From an optimization exercise on the open Yosys and OpenROAD flow, aimed at a short achievable clock period and few clock cycles; shortcuts taken in it are not production practice.
RTL that was checked went through simulation tests only; none was proved equivalent to the original.
The flow treats the clock pin as an ideal source, which a real chip does not have.
Power is estimated from default activity; no workload was simulated.

the reference run:
## rv32i_core
module rv32i_core (
    input  logic Rst,
    input  logic Clk,
    output logic [31:0] imem_addr,
    input  logic [31:0] imem_rdata,
    output logic        dmem_re,
    output logic        dmem_we,
    output logic [1:0]  dmem_size,
    output logic [31:0] dmem_addr,
    output logic [31:0] dmem_wdata,
    input  logic [31:0] dmem_rdata,
    output logic        retire_valid,
    output logic [31:0] retire_pc,
    output logic        retire_we,
    output logic [4:0]  retire_rd,
    output logic [31:0] retire_wdata
);
    localparam int BN   = 8;             
    localparam int TH   = 15;            
    localparam int TW   = TH - 1;
    localparam int GH   = 15;            
    localparam int LW   = 6;             
    localparam logic [LW-1:0] LMAX = '1;
    logic        stall, redirect;
    logic [31:0] pc_f, pcx_f, ia_f;
    logic        first, firstb;
    logic        v_d;
    logic [31:0] ir_d, pc_d;
    logic        pt_d;
    logic [GH:2] ptgt_d;
    logic [31:0] imm_d, timm_d;
    logic        v_e;
    logic [31:0] pc_e, pc4_e, tgt_e;
    logic [GH:2] ptgt_e;
    logic        pt_e;
    logic [31:0] a_e, b_e, sd_e;
    logic        fa_e, fb_e, fs_e, nf_e;
    logic        fan_e, fbn_e;       
    logic        sub_e, sra_e;
    logic        s_add_e, s_sll_e, s_slt_e, s_sltu_e, s_xor_e, s_srx_e, s_or_e, s_and_e, s_link_e;
    logic        is_br_e, is_jalr_e, is_ld_e, is_st_e, is_ctl_e, we_e;
    logic        c_eq_e, c_lt_e, c_ltu_e, c_inv_e;
    logic        force_tk_e, m_nt_e, sk_e;
    logic [4:0]  rd_e;
    logic [2:0]  f3_e;
    logic        v_m, re_m, st_m, we_m, is_ld_m, upd_m, tk_m, rdr_m, skill_m;
    logic [31:0] pc_m, res_m, reswn_m, addr_m, sd_m, tgt_m, rpn_m, rptn_m;
    logic        jalr_m;
    logic [4:0]  rd_m;
    logic        lb_m, lh_m, ls_m;
    logic [1:0]  sz_m;
    logic        ret_v, ret_we;
    logic [31:0] ret_pc, ret_wd;
    logic [4:0]  ret_rd;
    logic [BN-1:0] btb_v;
    logic [TW-1:0] btb_tag [BN];
    logic [GH:2]   btb_tgt [BN];
    logic [1:0]    btb_ctr [BN];
    logic [LW-1:0] btb_it [BN];
  ...
For scale: about 7200 cells after synthesis, about 2300 flip-flops, ~240 I/O pins, about 0.10 mm^2 of cells after synthesis.
==> flow/config.mk <==
export PLATFORM = sky130hd
export DESIGN_NAME = rv32i_core
export DESIGN_NICKNAME = rv32i_core
export VERILOG_FILES = /design/flow/design.v
export SDC_FILE = /design/flow/constraint.sdc
export NUM_CORES = 8
export LEC_CHECK = 0
export ABC_CLOCK_PERIOD_IN_PS = 3500
export CAP_MARGIN = 30
export CORE_MARGIN = 2
export CORE_UTILIZATION = 40
export GPL_TIMING_DRIVEN = 1
export SLEW_MARGIN = 20
==> flow/constraint.sdc <==
create_clock -name core_clock -period 12.0 [get_ports {Clk}]
set_input_delay 2.4000 -clock core_clock [delete_from_list [all_inputs] [get_ports {Clk}]]
set_output_delay 2.4000 -clock core_clock [all_outputs]
set_load 0.01 [all_outputs]
standard.sh (not shown) runs the stock make flow with config.mk's settings and CLKGATE_MAP_FILE= SYNTH_SCRIPT=/design/flow/synth_recipe.tcl, a recipe that flattens the netlist after the stock synthesis.
==> flow/flow/run.sh <==
#!/bin/bash
set -euo pipefail
export MOVE_PATTERNS='ret_* st_m* re_m* sz_m* sd_m*'
export SPLIT_CLOCK_PORT=Clk
export EXTRA_MARGINS='8.0 8.5 8.5'
bash standard.sh SETUP_SLACK_MARGIN=8.5 TNS_END_PERCENT=100 MATCH_CELL_FOOTPRINT=0 \
  POST_RESIZE_TCL=$PWD/flow/post_rsz.tcl POST_CTS_TCL=$PWD/flow/post_cts_split.tcl \
  finish > standard_flow.log 2>&1
Other scripts of this flow, unchanged in this note and not shown: flow/flow/post_cts_split.tcl, flow/flow/post_rsz.tcl
Testbench counts of the reference run, summed over its fixed seeds: cycles 838,294.
Here is what was changed in the inputs of the trial run compared with the reference run.
--- a/flow/design.v
+++ b/flow/design.v
@@ -27,24 +27,25 @@
     logic        v_d;
     logic [31:0] ir_d, pc_d;
     logic        pt_d;
     logic [GH:2] ptgt_d;
     logic [31:0] imm_d, timm_d;
     logic        v_e;
     logic [31:0] pc_e, pc4_e, tgt_e;
     logic [GH:2] ptgt_e;
     logic        pt_e;
     logic [31:0] a_e, b_e, sd_e;
     logic        fa_e, fb_e, fs_e, nf_e;
     logic        fan_e, fbn_e;       
+    logic [31:0] bsx_e;              
     logic        sub_e, sra_e;
     logic        s_add_e, s_sll_e, s_slt_e, s_sltu_e, s_xor_e, s_srx_e, s_or_e, s_and_e, s_link_e;
     logic        is_br_e, is_jalr_e, is_ld_e, is_st_e, is_ctl_e, we_e;
     logic        c_eq_e, c_lt_e, c_ltu_e, c_inv_e;
     logic        force_tk_e, m_nt_e, sk_e;
     logic [4:0]  rd_e;
     logic [2:0]  f3_e;
     logic        v_m, re_m, st_m, we_m, is_ld_m, upd_m, tk_m, rdr_m, skill_m;
     logic [31:0] pc_m, res_m, reswn_m, addr_m, sd_m, tgt_m, rpn_m, rptn_m;
     logic        jalr_m;
     logic [4:0]  rd_m;
     logic        lb_m, lh_m, ls_m;
@@ -189,24 +190,26 @@
         is_br_e   <= is_br;
         is_jalr_e <= is_jalr;
         is_ld_e   <= is_ld;
         is_st_e   <= is_st;
         is_ctl_e  <= is_br | is_jal;
         a_e  <= (use1 && h1e) ? 32'd0 : is_auipc ? pc_d : is_lui ? 32'd0 : r1;
         fa_e <= use1 && h1e;
         fan_e <= !(use1 && h1e);
         nf_e <= !(use1 && h1e) && !(!use_imm && h2e) && !is_jalr;
         b_e  <= use_imm ? imm : h2e ? 32'd0 : r2;
         fb_e <= !use_imm && h2e;
         fbn_e <= !(!use_imm && h2e);
+        bsx_e <= (!use_imm && h2e) ? 32'd0
+               : ((use_imm ? imm : r2) ^ {32{is_alur && f3 == 3'b000 && i30}});
         sd_e <= h2e ? 32'd0 : r2;
         fs_e <= is_st && h2e;
         sub_e    <= (is_alur && f3 == 3'b000 && i30);
         sra_e    <= i30;
         s_add_e  <= !(is_alui | is_alur | is_jal | is_jalr) || ((is_alui | is_alur) && f3 == 3'b000);
         s_sll_e  <= (is_alui | is_alur) && f3 == 3'b001;
         s_slt_e  <= (is_alui | is_alur) && f3 == 3'b010;
         s_sltu_e <= (is_alui | is_alur) && f3 == 3'b011;
         s_xor_e  <= (is_alui | is_alur) && f3 == 3'b100;
         s_srx_e  <= (is_alui | is_alur) && f3 == 3'b101;
         s_or_e   <= (is_alui | is_alur) && f3 == 3'b110;
         s_and_e  <= (is_alui | is_alur) && f3 == 3'b111;
@@ -220,26 +223,26 @@
         sk_e       <= is_br && !pt_d && (timm_d == 32'd8);
         pt_e       <= pt_d && !is_jalr;
         ptgt_e     <= ptgt_d;
     end
     logic [31:0] a, b, sd;
     assign a  = ({32{fa_e}} & res_m) | a_e;
     assign b  = ({32{fb_e}} & res_m) | b_e;
     assign sd = ({32{fs_e}} & res_m) | sd_e;
     logic [32:0] sum33;
     logic [31:0] sum;
     logic [31:0] aa, ba;
     assign aa    = ({32{!fan_e}} & res_m) | a_e;
-    assign ba    = ({32{!fbn_e}} & res_m) | b_e;
-    assign sum33 = {aa, 1'b1} + {ba ^ {32{sub_e}}, sub_e};
+    assign ba    = ({32{!fbn_e}} & (res_m ^ {32{sub_e}})) | bsx_e;
+    assign sum33 = {aa, 1'b1} + {ba, sub_e};
     assign sum   = sum33[32:1];
     logic eqf, ltf, ltuf;
     assign eqf  = (a_e == b_e);
     assign ltf  = ($signed(a_e) < $signed(b_e));
     assign ltuf = (a_e < b_e);
     logic eq10, lt10, ltu10, eq01, lt01, ltu01;
     assign eq10  = (res_m == b_e);
     assign lt10  = ($signed(res_m) < $signed(b_e));
     assign ltu10 = (res_m < b_e);
     assign eq01  = (a_e == res_m);
     assign lt01  = ($signed(a_e) < $signed(res_m));
     assign ltu01 = (a_e < res_m);
==> comparison <==
The trial run ended with every stage complete and zero timing, DRC or antenna violations. Comparing number of diodes added for antenna fixing for the reference run and the trial run, the smaller number came from the trial run. ~same maximum cell stage delay along the critical path in the reference run and the trial run. Across both runs, wire length on met3 was higher for the trial run than for the reference run. In terms of post-synthesis share of cell area spent on and, or, nand and nor gates, the reference run and the trial run differ only marginally. Maximum clock frequency (the trial run vs. the reference run) decreases by a little under 10%. Taking the reference run as the reference, in the trial run static power due to leakage now sits higher; wire length after detailed routing now sits at about the same level; instance count on the critical path now sits higher. Lower sequential cell area was reported by the reference run, not the trial run. Worst-case setup margin in the final layout | the trial run below the reference run. Buffering stage count on the worst path with inverters included ends up lower on the reference run. Number of storage elements in the synthesis netlist, the reference run and the trial run, lower one = the reference run. The trial run ended with less mean number of vias per cell than the reference run.
Only the layout flow was run in the trial run; the RTL was not checked for function there.

Setup of v9:
Another version of the RTL of rv32i_core (not shown whole).
Size in the first run: roughly 8100 cells after synthesis, about 110000 µm² of cells after synthesis.
clock: 12.0 ns
lec_check: 0
abc_clock_period_in_ps: 3500
cap_margin: 30
core_margin: 2
core_utilization: 40
gpl_timing_driven: 1
slew_margin: 20
Scripts as last shown in full above: flow/flow/run.sh
Other scripts of this flow, unchanged in this note and not shown: flow/flow/post_cts_split.tcl, flow/flow/post_rsz.tcl
Relative to v9, the following input files were edited for v2:
--- a/flow/design.v
+++ b/flow/design.v
@@ -31,24 +31,24 @@
     logic [31:0] imm_d, timm_d;
     logic        v_e;
     logic [31:0] pc_e, pc4_e, tgt_e;
     logic [GH:2] ptgt_e;
     logic        pt_e;
     logic [31:0] a_e, b_e, sd_e;
+    logic [31:0] im_e;               
     logic        fa_e, fb_e, fs_e, nf_e;
-    logic        a00_e, a10_e, a01_e, a11_e;   
-    logic [31:0] bs_e;               
+    logic        fan_e, fbn_e;       
     logic        sub_e, sra_e;
     logic        s_add_e, s_sll_e, s_slt_e, s_sltu_e, s_xor_e, s_srx_e, s_or_e, s_and_e, s_link_e;
     logic        is_br_e, is_jalr_e, is_ld_e, is_st_e, is_ctl_e, we_e;
     logic        c_eq_e, c_lt_e, c_ltu_e, c_inv_e;
     logic        force_tk_e, m_nt_e, sk_e;
     logic [4:0]  rd_e;
     logic [2:0]  f3_e;
     logic        v_m, re_m, st_m, we_m, is_ld_m, upd_m, tk_m, rdr_m, skill_m;
-    logic [31:0] pc_m, res_m, reswn_m, rescn_m, addr_m, sd_m, tgt_m, rpn_m, rptn_m;
+    logic [31:0] pc_m, res_m, reswn_m, addr_m, sd_m, tgt_m, rpn_m, rptn_m;
     logic        jalr_m;
     logic [4:0]  rd_m;
     logic        lb_m, lh_m, ls_m;
     logic [1:0]  sz_m;
     logic        ret_v, ret_we;
     logic [31:0] ret_pc, ret_wd;
@@ -191,20 +191,18 @@
         is_jalr_e <= is_jalr;
         is_ld_e   <= is_ld;
         is_st_e   <= is_st;
         is_ctl_e  <= is_br | is_jal;
         a_e  <= (use1 && h1e) ? 32'd0 : is_auipc ? pc_d : is_lui ? 32'd0 : r1;
         fa_e <= use1 && h1e;
-        a00_e <= !(use1 && h1e) && !(!use_imm && h2e);
-        a10_e <=  (use1 && h1e) && !(!use_imm && h2e);
-        a01_e <= !(use1 && h1e) &&  (!use_imm && h2e);
-        a11_e <=  (use1 && h1e) &&  (!use_imm && h2e);
+        fan_e <= !(use1 && h1e);
         nf_e <= !(use1 && h1e) && !(!use_imm && h2e) && !is_jalr;
         b_e  <= use_imm ? imm : h2e ? 32'd0 : r2;
+        im_e <= imm;
         fb_e <= !use_imm && h2e;
-        bs_e  <= (use_imm ? imm : r2) ^ {32{is_alur && f3 == 3'b000 && i30}};
+        fbn_e <= !(!use_imm && h2e);
         sd_e <= h2e ? 32'd0 : r2;
         fs_e <= is_st && h2e;
         sub_e    <= (is_alur && f3 == 3'b000 && i30);
         sra_e    <= i30;
         s_add_e  <= !(is_alui | is_alur | is_jal | is_jalr) || ((is_alui | is_alur) && f3 == 3'b000);
         s_sll_e  <= (is_alui | is_alur) && f3 == 3'b001;
@@ -228,34 +226,30 @@
     logic [31:0] a, b, sd;
     assign a  = ({32{fa_e}} & res_m) | a_e;
     assign b  = ({32{fb_e}} & res_m) | b_e;
     assign sd = ({32{fs_e}} & res_m) | sd_e;
     logic [32:0] sum33;
     logic [31:0] sum;
-    logic [31:0] rx;
-    logic [32:0] s00, s10, s01, s11;
-    assign rx    = res_m ^ {32{sub_e}};
-    assign s00   = {a_e,   1'b1} + {bs_e, sub_e};
-    assign s10   = {res_m, 1'b1} + {bs_e, sub_e};
-    assign s01   = {a_e,   1'b1} + {rx,   sub_e};
-    assign s11   = {res_m, 1'b1} + {rx,   sub_e};
-    assign sum   = ({32{a00_e}} & s00[32:1]) | ({32{a10_e}} & s10[32:1])
-                 | ({32{a01_e}} & s01[32:1]) | ({32{a11_e}} & s11[32:1]);
+    logic [31:0] aa, ba;
+    assign aa    = ({32{!fan_e}} & res_m) | a_e;
+    assign ba    = ({32{!fbn_e}} & res_m) | b_e;
+    assign sum33 = {aa, 1'b1} + {ba ^ {32{sub_e}}, sub_e};
+    assign sum   = sum33[32:1];
+    logic [31:0] asum;
+    assign asum  = aa + im_e;
     logic eqf, ltf, ltuf;
     assign eqf  = (a_e == b_e);
     assign ltf  = ($signed(a_e) < $signed(b_e));
     assign ltuf = (a_e < b_e);
     logic eq10, lt10, ltu10, eq01, lt01, ltu01;
-    logic [31:0] rc;
-    assign rc    = ~rescn_m;
-    assign eq10  = (rc == b_e);
-    assign lt10  = ($signed(rc) < $signed(b_e));
-    assign ltu10 = (rc < b_e);
-    assign eq01  = (a_e == rc);
-    assign lt01  = ($signed(a_e) < $signed(rc));
-    assign ltu01 = (a_e < rc);
+    assign eq10  = (res_m == b_e);
+    assign lt10  = ($signed(res_m) < $signed(b_e));
+    assign ltu10 = (res_m < b_e);
+    assign eq01  = (a_e == res_m);
+    assign lt01  = ($signed(a_e) < $signed(res_m));
+    assign ltu01 = (a_e < res_m);
     logic c00, c10, c01, c11;
     assign c00 = !fa_e && !fb_e;
     assign c10 =  fa_e && !fb_e;
     assign c01 = !fa_e &&  fb_e;
     assign c11 =  fa_e &&  fb_e;
     logic eq, lt, ltu;
@@ -306,31 +300,27 @@
             skill_m <= skill;
             v_m   <= ve;
             re_m  <= ve && is_ld_e;
             st_m  <= ve && is_st_e;
         end
     end
-    always_ff @(posedge Clk or posedge Rst) begin
-        if (Rst) rescn_m <= '0;
-        else     rescn_m <= ~alu;
-    end
     always_ff @(posedge Clk) begin
         jalr_m  <= is_jalr_e;
-        rptn_m  <= ~sum;     
+        rptn_m  <= ~asum;    
         rpn_m   <= pc4_e;
         pc_m    <= pc_e;
         we_m    <= we_e;
         rd_m    <= rd_e;
         lb_m    <= (f3_e[1:0] == 2'b00);
         lh_m    <= (f3_e[1:0] == 2'b01);
         ls_m    <= !f3_e[2];
         sz_m    <= f3_e[1:0];
         is_ld_m <= is_ld_e;
         res_m   <= alu;
         reswn_m <= ~alu;
-        addr_m  <= sum;
+        addr_m  <= asum;
         sd_m    <= sd;
         tgt_m   <= tgt_e;
         upd_m   <= ve && is_ctl_e;
         tk_m    <= taken;
     end
     assign dmem_re    = re_m;
## What came out
Power consumed by sequential cells: v2 < v9. v2: done, clean on timing, DRC and antenna. | amount of wire on met2 after detailed routing | higher: v9 |. [compare] base=v9 new=v2: worst setup margin now sits at about the same level, final total power dropped 6.8%, multi-input combinational gate total now smaller, proportion of register bits with asynchronous set or reset after synthesis lower, met3 usage fell 0.89 points. Going from v9 to v2, routed wirelength normalized by instance count has decreased; actual transition at the worst max-transition pin moved up; path depth of the worst reg2reg path lost 6; final wirelength now smaller; met1 wire length now sits lower. Summary of v2 over v9: fmax saw little to no change, final cell count without fillers -1071.
No functional check of the RTL was part of any run of this note.

Another version of the RTL of rv32i_core (not shown whole).
Size in the first run: ~7000 cells after synthesis, ~2300 flip-flops, roughly 0.10 mm² of cells after synthesis.
// rv32i_core
module rv32i_core (
    input  logic Rst,
    input  logic Clk,
    output logic [31:0] imem_addr,
    input  logic [31:0] imem_rdata,
    output logic        dmem_re,
    output logic        dmem_we,
    output logic [1:0]  dmem_size,
    output logic [31:0] dmem_addr,
    output logic [31:0] dmem_wdata,
    input  logic [31:0] dmem_rdata,
    output logic        retire_valid,
    output logic [31:0] retire_pc,
    output logic        retire_we,
    output logic [4:0]  retire_rd,
    output logic [31:0] retire_wdata
);
clock: 12.0 ns
lec_check: 0
abc_clock_period_in_ps: 3500
cap_margin: 30
core_margin: 2
core_utilization: 40
gpl_timing_driven: 1
slew_margin: 20
==> flow/flow/run.sh <==
#!/bin/bash
set -euo pipefail
export MOVE_PATTERNS='ret_* st_m* re_m* sz_m* sd_m*'
bash standard.sh SETUP_SLACK_MARGIN=8.5 TNS_END_PERCENT=100 MATCH_CELL_FOOTPRINT=0 \
  POST_RESIZE_TCL=$PWD/flow/post_rsz.tcl finish > standard_flow.log 2>&1
==> flow/flow/post_rsz.tcl <==
# Move each flip-flop that drives only an output port's buffer, and whose name
# matches one of MOVE_PATTERNS, next to that buffer (detailed placement then
# legalizes it).
set block [ord::get_db_block]
set moved 0
foreach port [get_ports -filter "direction == output"] {
  set pnet [get_nets [get_full_name $port]]
  foreach drv [get_pins -of_objects $pnet -filter "direction == output"] {
    set buf [get_cells -of_objects $drv]
    set bin [get_pins -of_objects $buf -filter "direction == input"]
    set inet [get_nets -of_objects $bin]
    if {[llength [get_pins -of_objects $inet]] != 2} { continue }
    foreach d2 [get_pins -of_objects $inet -filter "direction == output"] {
      set ff [get_cells -of_objects $d2]
      if {[llength [get_pins -of_objects $ff -filter "name == CLK"]] != 1} { continue }
      set name [get_full_name $ff]
      set hit 0
      foreach pat $::env(MOVE_PATTERNS) { if {[string match $pat $name]} { set hit 1 } }
      if {!$hit} { continue }
      set bi [sta::sta_to_db_inst $buf]
      set fi [sta::sta_to_db_inst $ff]
      lassign [$bi getLocation] x y
      $fi setLocation $x $y
      incr moved
    }
  }
}
puts "post_rsz: moved $moved output flip-flops next to their port buffers"
estimate_parasitics -placement
Rerun with:
--- a/flow/design.v
+++ b/flow/design.v
@@ -31,14 +31,15 @@
     logic [31:0] imm_d, timm_d;
     logic        v_e;
     logic [31:0] pc_e, pc4_e, tgt_e;
     logic [GH:2] ptgt_e;
     logic        pt_e;
     logic [31:0] a_e, b_e, sd_e;
     logic        fa_e, fb_e, fs_e, nf_e;
+    logic        fan_e, fbn_e;       
     logic        sub_e, sra_e;
     logic        s_add_e, s_sll_e, s_slt_e, s_sltu_e, s_xor_e, s_srx_e, s_or_e, s_and_e, s_link_e;
     logic        is_br_e, is_jalr_e, is_ld_e, is_st_e, is_ctl_e, we_e;
     logic        c_eq_e, c_lt_e, c_ltu_e, c_inv_e;
     logic        force_tk_e, m_nt_e, sk_e;
     logic [4:0]  rd_e;
     logic [2:0]  f3_e;
@@ -188,17 +189,19 @@
         is_br_e   <= is_br;
         is_jalr_e <= is_jalr;
         is_ld_e   <= is_ld;
         is_st_e   <= is_st;
         is_ctl_e  <= is_br | is_jal;
         a_e  <= (use1 && h1e) ? 32'd0 : is_auipc ? pc_d : is_lui ? 32'd0 : r1;
         fa_e <= use1 && h1e;
+        fan_e <= !(use1 && h1e);
         nf_e <= !(use1 && h1e) && !(!use_imm && h2e) && !is_jalr;
         b_e  <= use_imm ? imm : h2e ? 32'd0 : r2;
         fb_e <= !use_imm && h2e;
+        fbn_e <= !(!use_imm && h2e);
         sd_e <= h2e ? 32'd0 : r2;
         fs_e <= is_st && h2e;
         sub_e    <= (is_alur && f3 == 3'b000 && i30);
         sra_e    <= i30;
         s_add_e  <= !(is_alui | is_alur | is_jal | is_jalr) || ((is_alui | is_alur) && f3 == 3'b000);
         s_sll_e  <= (is_alui | is_alur) && f3 == 3'b001;
         s_slt_e  <= (is_alui | is_alur) && f3 == 3'b010;
@@ -220,20 +223,39 @@
     end
     logic [31:0] a, b, sd;
     assign a  = ({32{fa_e}} & res_m) | a_e;
     assign b  = ({32{fb_e}} & res_m) | b_e;
     assign sd = ({32{fs_e}} & res_m) | sd_e;
     logic [32:0] sum33;
     logic [31:0] sum;
-    assign sum33 = {a, 1'b1} + {b ^ {32{sub_e}}, sub_e};
+    logic [31:0] aa, ba;
+    assign aa    = ({32{!fan_e}} & res_m) | a_e;
+    assign ba    = ({32{!fbn_e}} & res_m) | b_e;
+    assign sum33 = {aa, 1'b1} + {ba ^ {32{sub_e}}, sub_e};
     assign sum   = sum33[32:1];
+    logic eqf, ltf, ltuf;
+    assign eqf  = (a_e == b_e);
+    assign ltf  = ($signed(a_e) < $signed(b_e));
+    assign ltuf = (a_e < b_e);
+    logic eq10, lt10, ltu10, eq01, lt01, ltu01;
+    assign eq10  = (res_m == b_e);
+    assign lt10  = ($signed(res_m) < $signed(b_e));
+    assign ltu10 = (res_m < b_e);
+    assign eq01  = (a_e == res_m);
+    assign lt01  = ($signed(a_e) < $signed(res_m));
+    assign ltu01 = (a_e < res_m);
+    logic c00, c10, c01, c11;
+    assign c00 = !fa_e && !fb_e;
+    assign c10 =  fa_e && !fb_e;
+    assign c01 = !fa_e &&  fb_e;
+    assign c11 =  fa_e &&  fb_e;
     logic eq, lt, ltu;
-    assign eq  = (a == b);
-    assign lt  = ($signed(a) < $signed(b));
-    assign ltu = (a < b);
+    assign eq  = (c00 & eqf)  | (c10 & eq10)  | (c01 & eq01) | c11;
+    assign lt  = (c00 & ltf)  | (c10 & lt10)  | (c01 & lt01);
+    assign ltu = (c00 & ltuf) | (c10 & ltu10) | (c01 & ltu01);
     logic [31:0] sll, srx;
     logic [32:0] sr33;
     assign sll  = a << b[4:0];
     assign sr33 = $signed({sra_e & a[31], a}) >>> b[4:0];
     assign srx  = sr33[31:0];
     logic [31:0] alu;
     assign alu = ({32{s_add_e}}  & sum)
@@ -250,18 +272,15 @@
     logic ve, skp, tgt_ok, red_t, red_n;
     assign ve       = v_e && !rdr_m && !skill_m;
     assign skp      = sk_e && v_d && !pt_d;
     assign tgt_ok   = pt_e && (tgt_e == {pc_e[31:GH+1], ptgt_e, 2'b00});
     assign red_t    = ve && !tgt_ok && !skp;
     assign red_n    = ve && m_nt_e;
     assign redirect = !nf_e && (taken ? red_t : red_n);
-    logic eqf, ltf, ltuf, takenf;
-    assign eqf    = (a_e == b_e);
-    assign ltf    = ($signed(a_e) < $signed(b_e));
-    assign ltuf   = (a_e < b_e);
+    logic takenf;
     assign takenf = is_br_e ? (((c_eq_e & eqf) | (c_lt_e & ltf) | (c_ltu_e & ltuf)) ^ c_inv_e) : force_tk_e;
     assign fred_t = nf_e && takenf && red_t;
     assign fred_n = nf_e && !takenf && red_n;
     assign fred   = fred_t || fred_n;
     logic fkill, skill;
     assign fkill  = nf_e && takenf && ve && skp;
     assign skill  = !nf_e && taken && ve && skp;
Fmax rises by 2.3%.
Hold slack degrades by 0.042 ns.
Combinational power stays flat.
Non-clock buffer count falls by 64.
Global-route usage rises by 0.22 points.
Design area stays flat.
Testbench counts after the change, summed over its fixed seeds: cycles 838,294.
The RTL of the first run of this note was laid out without a check of its function.

==> separate check: timing with driven ports <==
The flow's constraints put no driver on any port. The routed layouts listed below were extracted and timed again, unchanged, in two steps. Step 1: set_driving_cell puts a clkbuf_16 on Clk and a buf_2 on each other input, an assumption about the parent block. Step 2 also shifts input and output timing later by t, the mid clock arrival at the registers, as if the neighbouring blocks saw the same clock. Slacks: ideal / step 1 / step 2; pairs: ideal / step 1.
run	t, ns	slack for setup (ns)	hold WS [ns]	cell pins on the clock port's net
the reference run	0.846	8.310 / 8.264 / 7.678	0.256 / 0.256 / 0.256	2
the trial run	0.853	7.995 / 7.995 / 7.697	0.325 / 0.325 / 0.325	2
v9	0.966	8.128 / 8.128 / 7.649	0.315 / 0.315 / 0.315	2
v2	0.858	8.130 / 8.130 / 7.617	0.284 / 0.284 / 0.284	2
the first run of note 3	0.963	8.142 / 8.117 / 7.529	0.298 / 0.298 / 0.298	1
the second run of note 3	0.960	8.230 / 8.147 / 7.572	0.255 / 0.255 / 0.255	1
After both steps every run listed still meets setup and hold. For the second run of note 3, which loses most, drivers alone change the setup slack by -0.083 ns; drivers and shift together by -0.658 ns.
